This design comes from an exercise in tuning for small area on the open sky130 flow, not from production work. The RTL was checked by simulation tests, not by an equivalence proof against the original design.

==> flow/design.v <==
module PrimeCounter(clk, Reset_n, En, Act, Phi, Pnext, TC, P0);
	input clk, Reset_n, En;
	input Act;	 
	input [6:1] Phi;
	output [6:1] Pnext;	 
	output reg TC;
	output reg P0;
	wire wrap = Act & Phi[6] & Phi[4] & Phi[3] & ~Phi[2] & Phi[1] & P0;	 
	wire step = Reset_n & ~wrap & En;
	assign Pnext = step ? {Phi[5:1], P0} : 6'd0;
	always @(posedge clk) begin
		if (!Reset_n) begin
			P0 <= 1'b0;
			TC <= 1'b0;
		end else if (wrap) begin
			P0 <= 1'b0;
			TC <= 1'b1;
		end else if (En) begin
			P0 <= ~(Phi[6] ^ Phi[2]);
			TC <= 1'b0;
		end
	end
endmodule
module PrimeStateMachine(clk, KEYS, Done, sRST, state, next, F);
	input clk;
	input [3:0] KEYS;
	input Done;
	output reg sRST;
	output reg [1:0] state;
	output reg [1:0] next;
	output reg F;
	reg sKEY;
	always @(*) begin
		next = state;
		if (!sRST) next = 2'b00;
		else case (state)
			2'b00: if (!sKEY) next = 2'b01;
			2'b01: if (!sKEY) next = 2'b11;
			2'b11: if (Done) next = 2'b10;
			default: ;
		endcase
	end
	always @(posedge clk) begin
		sRST <= KEYS[3];
		sKEY <= (next == 2'b00) ? KEYS[0] : KEYS[1];
		state <= next;
		F <= (next == state) & sRST;
	end
endmodule
module SevenSegment(hi, lo, disp0, disp1, disp2, disp3, disp4, disp5);
	input [9:0] hi, lo;
	output [6:0] disp0, disp1, disp2, disp3, disp4, disp5;
	function [3:0] add3(input [3:0] d);
		case (d)
			4'd0: add3 = 4'd0; 4'd1: add3 = 4'd1; 4'd2: add3 = 4'd2; 4'd3: add3 = 4'd3; 4'd4: add3 = 4'd4;
			4'd5: add3 = 4'd8; 4'd6: add3 = 4'd9; 4'd7: add3 = 4'd10; 4'd8: add3 = 4'd11; 4'd9: add3 = 4'd12;
			default: add3 = 4'bxxxx;
		endcase
	endfunction
	wire [9:0] H = hi;
	wire [9:0] L = lo;
	wire [14:0] M = {H, 4'b0} + {H, 3'b0} + L;	 
	wire [4:0] mh = M[14:10];
	wire [10:0] N = {mh, 4'b0} + {mh, 3'b0} + M[9:0];	 
	wire [10:0] Q0 = H + mh;	 
	reg [12:0] dl;
	wire [10:0] Q = Q0 + dl[12];
	reg [11:0] dh;
	integer i, j;
	always @(*) begin
		dl = 13'd0;
		for (i = 10; i >= 0; i = i - 1) begin
			for (j = 0; j < 3; j = j + 1) dl[4*j +: 4] = add3(dl[4*j +: 4]);
			dl = {dl[11:0], N[i]};
		end
		dh = 12'd0;
		for (i = 10; i >= 0; i = i - 1) begin
			for (j = 0; j < 3; j = j + 1) dh[4*j +: 4] = add3(dh[4*j +: 4]);
			dh = {dh[10:0], Q[i]};
		end
	end
	BCD Disp_0(.value(dl[3:0]),   .disp(disp0));
	BCD Disp_1(.value(dl[7:4]),   .disp(disp1));
	BCD Disp_2(.value(dl[11:8]),  .disp(disp2));
	BCD Disp_3(.value(dh[3:0]),   .disp(disp3));
	BCD Disp_4(.value(dh[7:4]),   .disp(disp4));
	BCD Disp_5(.value(dh[11:8]),  .disp(disp5));
endmodule
module BCD(value, disp);
	input [3:0] value;
	output reg [6:0] disp;
	always @(*) begin
		case (value)
			4'd0: disp = 7'b1000000;
			4'd1: disp = 7'b1111001;
			4'd2: disp = 7'b0100100;
			4'd3: disp = 7'b0110000;
			4'd4: disp = 7'b0011001;
			4'd5: disp = 7'b0010010;
			4'd6: disp = 7'b0000010;
			4'd7: disp = 7'b1111000;
			4'd8: disp = 7'b0000000;
			4'd9: disp = 7'b0011000;
			default: disp = 7'bxxxxxxx;
		endcase
	end
endmodule
module primeFinder(clk, SW, KEYS, LEDR, HEX0, HEX1, HEX2, HEX3, HEX4, HEX5);
	input clk;
	input [9:0] SW;
	input [3:0] KEYS;
	output [9:0] LEDR;
	output [6:0] HEX0, HEX1, HEX2, HEX3, HEX4, HEX5;
	wire sRST, F, TC, P0;
	wire [1:0] state, next;
	wire [6:1] Pnext;
	reg [9:0] X, Y, Z;
	wire load_lo = ~state[1] & ~state[0];
	wire load_hi = ~state[1] & state[0];
	wire calc = state[1] & state[0];
	wire show = state[1] & ~state[0];
	wire done = TC & Y[9] & Y[8] & Y[7] & Y[6] & Y[5] & Y[2] & Y[1] & Y[0];
	PrimeStateMachine SM_0(.clk(clk), .KEYS(KEYS), .Done(done), .sRST(sRST), .state(state),
		.next(next), .F(F));
	PrimeCounter CalculationTime(.clk(clk), .Reset_n(KEYS[3]), .En(calc), .Act(state[1]), .Phi(Z[5:0]),
		.Pnext(Pnext), .TC(TC), .P0(P0));
	always @(posedge clk) begin
		Z[9:6] <= SW[9:6];
		Z[5:0] <= next[1] ? Pnext : SW[5:0];
		X <= (load_hi & F) ? Z : show ? 10'd868 : 10'd0;
		if (load_lo) Y <= F ? Z : 10'd0;
		else if (load_hi & ~F) Y <= Z;
		else if (calc) Y <= (F & sRST) ? Y + {9'd0, TC} : 10'd0;
		else if (show) Y <= 10'd56;
	end
	assign LEDR[0] = load_lo;
	assign LEDR[1] = load_hi;
	assign LEDR[2] = calc;
	assign LEDR[3] = show;
	assign LEDR[7:4] = 4'b0000;
	assign LEDR[8] = TC;
	assign LEDR[9] = calc;
	SevenSegment Display_0(.hi(X), .lo(Y), .disp0(HEX0), .disp1(HEX1), .disp2(HEX2),
		.disp3(HEX3), .disp4(HEX4), .disp5(HEX5));
endmodule
clock: 25.0 ns
lec_check: 0
abc_area: 1
abc_clock_period_in_ps: 25000
cap_margin: 20
core_margin: 2
core_utilization: 40
slew_margin: 20
standard.sh (not shown) runs the stock make flow with config.mk's settings and CLKGATE_MAP_FILE= SYNTH_SCRIPT=/design/flow/synth_recipe.tcl, a recipe that flattens the netlist after the stock synthesis.
==> flow/flow/run.sh <==
#!/bin/bash
# Standard synthesis, then the combinational logic is re-mapped for area
# (flip-flops untouched), then the standard layout from floorplan on, with
# the smallest buffer on the ports. Each tool's output goes to its own log here.
set -euo pipefail
HERE=$(pwd)
R=$HERE/orfs/results/$FLOW_PLATFORM/primeFinder/base
bash standard.sh synth > std_synth.log 2>&1
cp $R/1_2_yosys.v $HERE/1_2_yosys.std.v
export RS_LIB=$FLOW_HOME/platforms/sky130hd/lib/sky130_fd_sc_hd__tt_025C_1v80.lib
export RS_SCRIPT=$HERE/flow/area.abc
export RS_IN=$HERE/1_2_yosys.std.v
export RS_OUT=$HERE/1_2_yosys.rs.v
export RS_STAT=$HERE/resynth_stat.txt
export RS_DONT_USE="$(cat $HERE/flow/dont_use.txt)"
yosys -c $HERE/flow/resynth.tcl > resynth.log 2>&1
cp $RS_OUT $R/1_2_yosys.v
rm -f $R/1_synth.odb $R/1_synth.sdc
bash standard.sh BUFFER_PORTS_ARGS="-buffer_cell sky130_fd_sc_hd__buf_1" CTS_ARGS="-sink_clustering_enable -sink_clustering_size 64 -sink_clustering_max_diameter 500 -buf_list sky130_fd_sc_hd__clkbuf_4 -root_buf sky130_fd_sc_hd__clkbuf_4 -dont_use_dummy_load -repair_clock_nets" finish > std_finish.log 2>&1
Other scripts of this flow, unchanged in this note and not shown: flow/flow/area.abc, flow/flow/dont_use.txt, flow/flow/resynth.tcl
Rerun with:
--- a/flow/design.v
+++ b/flow/design.v
@@ -7,20 +7,13 @@
 	output reg P0;
 	wire wrap = Act & Phi[6] & Phi[4] & Phi[3] & ~Phi[2] & Phi[1] & P0;	 
 	wire step = Reset_n & ~wrap & En;
 	assign Pnext = step ? {Phi[5:1], P0} : 6'd0;
 	always @(posedge clk) begin
-		if (!Reset_n) begin
-			P0 <= 1'b0;
-			TC <= 1'b0;
-		end else if (wrap) begin
-			P0 <= 1'b0;
-			TC <= 1'b1;
-		end else if (En) begin
-			P0 <= ~(Phi[6] ^ Phi[2]);
-			TC <= 1'b0;
-		end
+		TC <= Reset_n & wrap;
+		if (!Reset_n | wrap) P0 <= 1'b0;
+		else if (En) P0 <= ~(Phi[6] ^ Phi[2]);
 	end
 endmodule
 module PrimeStateMachine(clk, KEYS, Done, sRST, state, next, F);
 	input clk;
 	input [3:0] KEYS;
@@ -126,14 +119,14 @@
 		.Pnext(Pnext), .TC(TC), .P0(P0));
 	always @(posedge clk) begin
 		Z[9:6] <= SW[9:6];
 		Z[5:0] <= next[1] ? Pnext : SW[5:0];
 		X <= (load_hi & F) ? Z : show ? 10'd868 : 10'd0;
-		if (load_lo) Y <= F ? Z : 10'd0;
-		else if (load_hi & ~F) Y <= Z;
-		else if (calc) Y <= (F & sRST) ? Y + {9'd0, TC} : 10'd0;
+		if ((load_lo & F) | (load_hi & ~F)) Y <= Z;
+		else if ((load_hi & F) | (calc & F & sRST)) Y <= Y + {9'd0, TC};
 		else if (show) Y <= 10'd56;
+		else Y <= 10'd0;
 	end
 	assign LEDR[0] = load_lo;
 	assign LEDR[1] = load_hi;
 	assign LEDR[2] = calc;
 	assign LEDR[3] = show;
Routed wire length goes down by about 2.8%.
Count of clock-buffer cells in the layout stays the same.
Worst setup slack is worse by 58 ps.
Utilization is higher by 0.52 points.
Final area came out lower by about 4%.
Global-route usage rose by 0.26 points.
First-iteration DRC count came out lower by about 30%.
Sequential cell count does not change.
Die area went down by about 4.4%.
Cell count is lower by about 1.4%.

[port drivers added, routing unchanged]
No port has a modelled driver above. Below, the same layouts with a new extraction and two added sets of constraints.
Step 1 sets driving cells, clkbuf_16 on the clock port and buf_2 on the other inputs (assumed; they add their load-dependent delay and slew).
Step 2, shift: input delay + t, output delay - t, t = (earliest + latest rising clock arrival at the registers) / 2. This alone moves slack from input paths to output paths.
Slacks: ideal / step 1 / step 2; pairs: ideal / step 1.
| run | t, ns | slack for setup (ns) | latest minus earliest clock arrival (ns) | slew at the worst register clock pin (ns) | pins driven straight from the clock port |
|---|---|---|---|---|---|
| the first run | 0.354 | 4.776 / 4.753 / 5.107 | 0.027 / 0.027 | 0.11 / 0.11 | 1 |
| the second run | 0.346 | 4.718 / 4.696 / 5.042 | 0.038 / 0.038 | 0.12 / 0.12 | 1 |
After both steps every run listed still meets setup and hold.
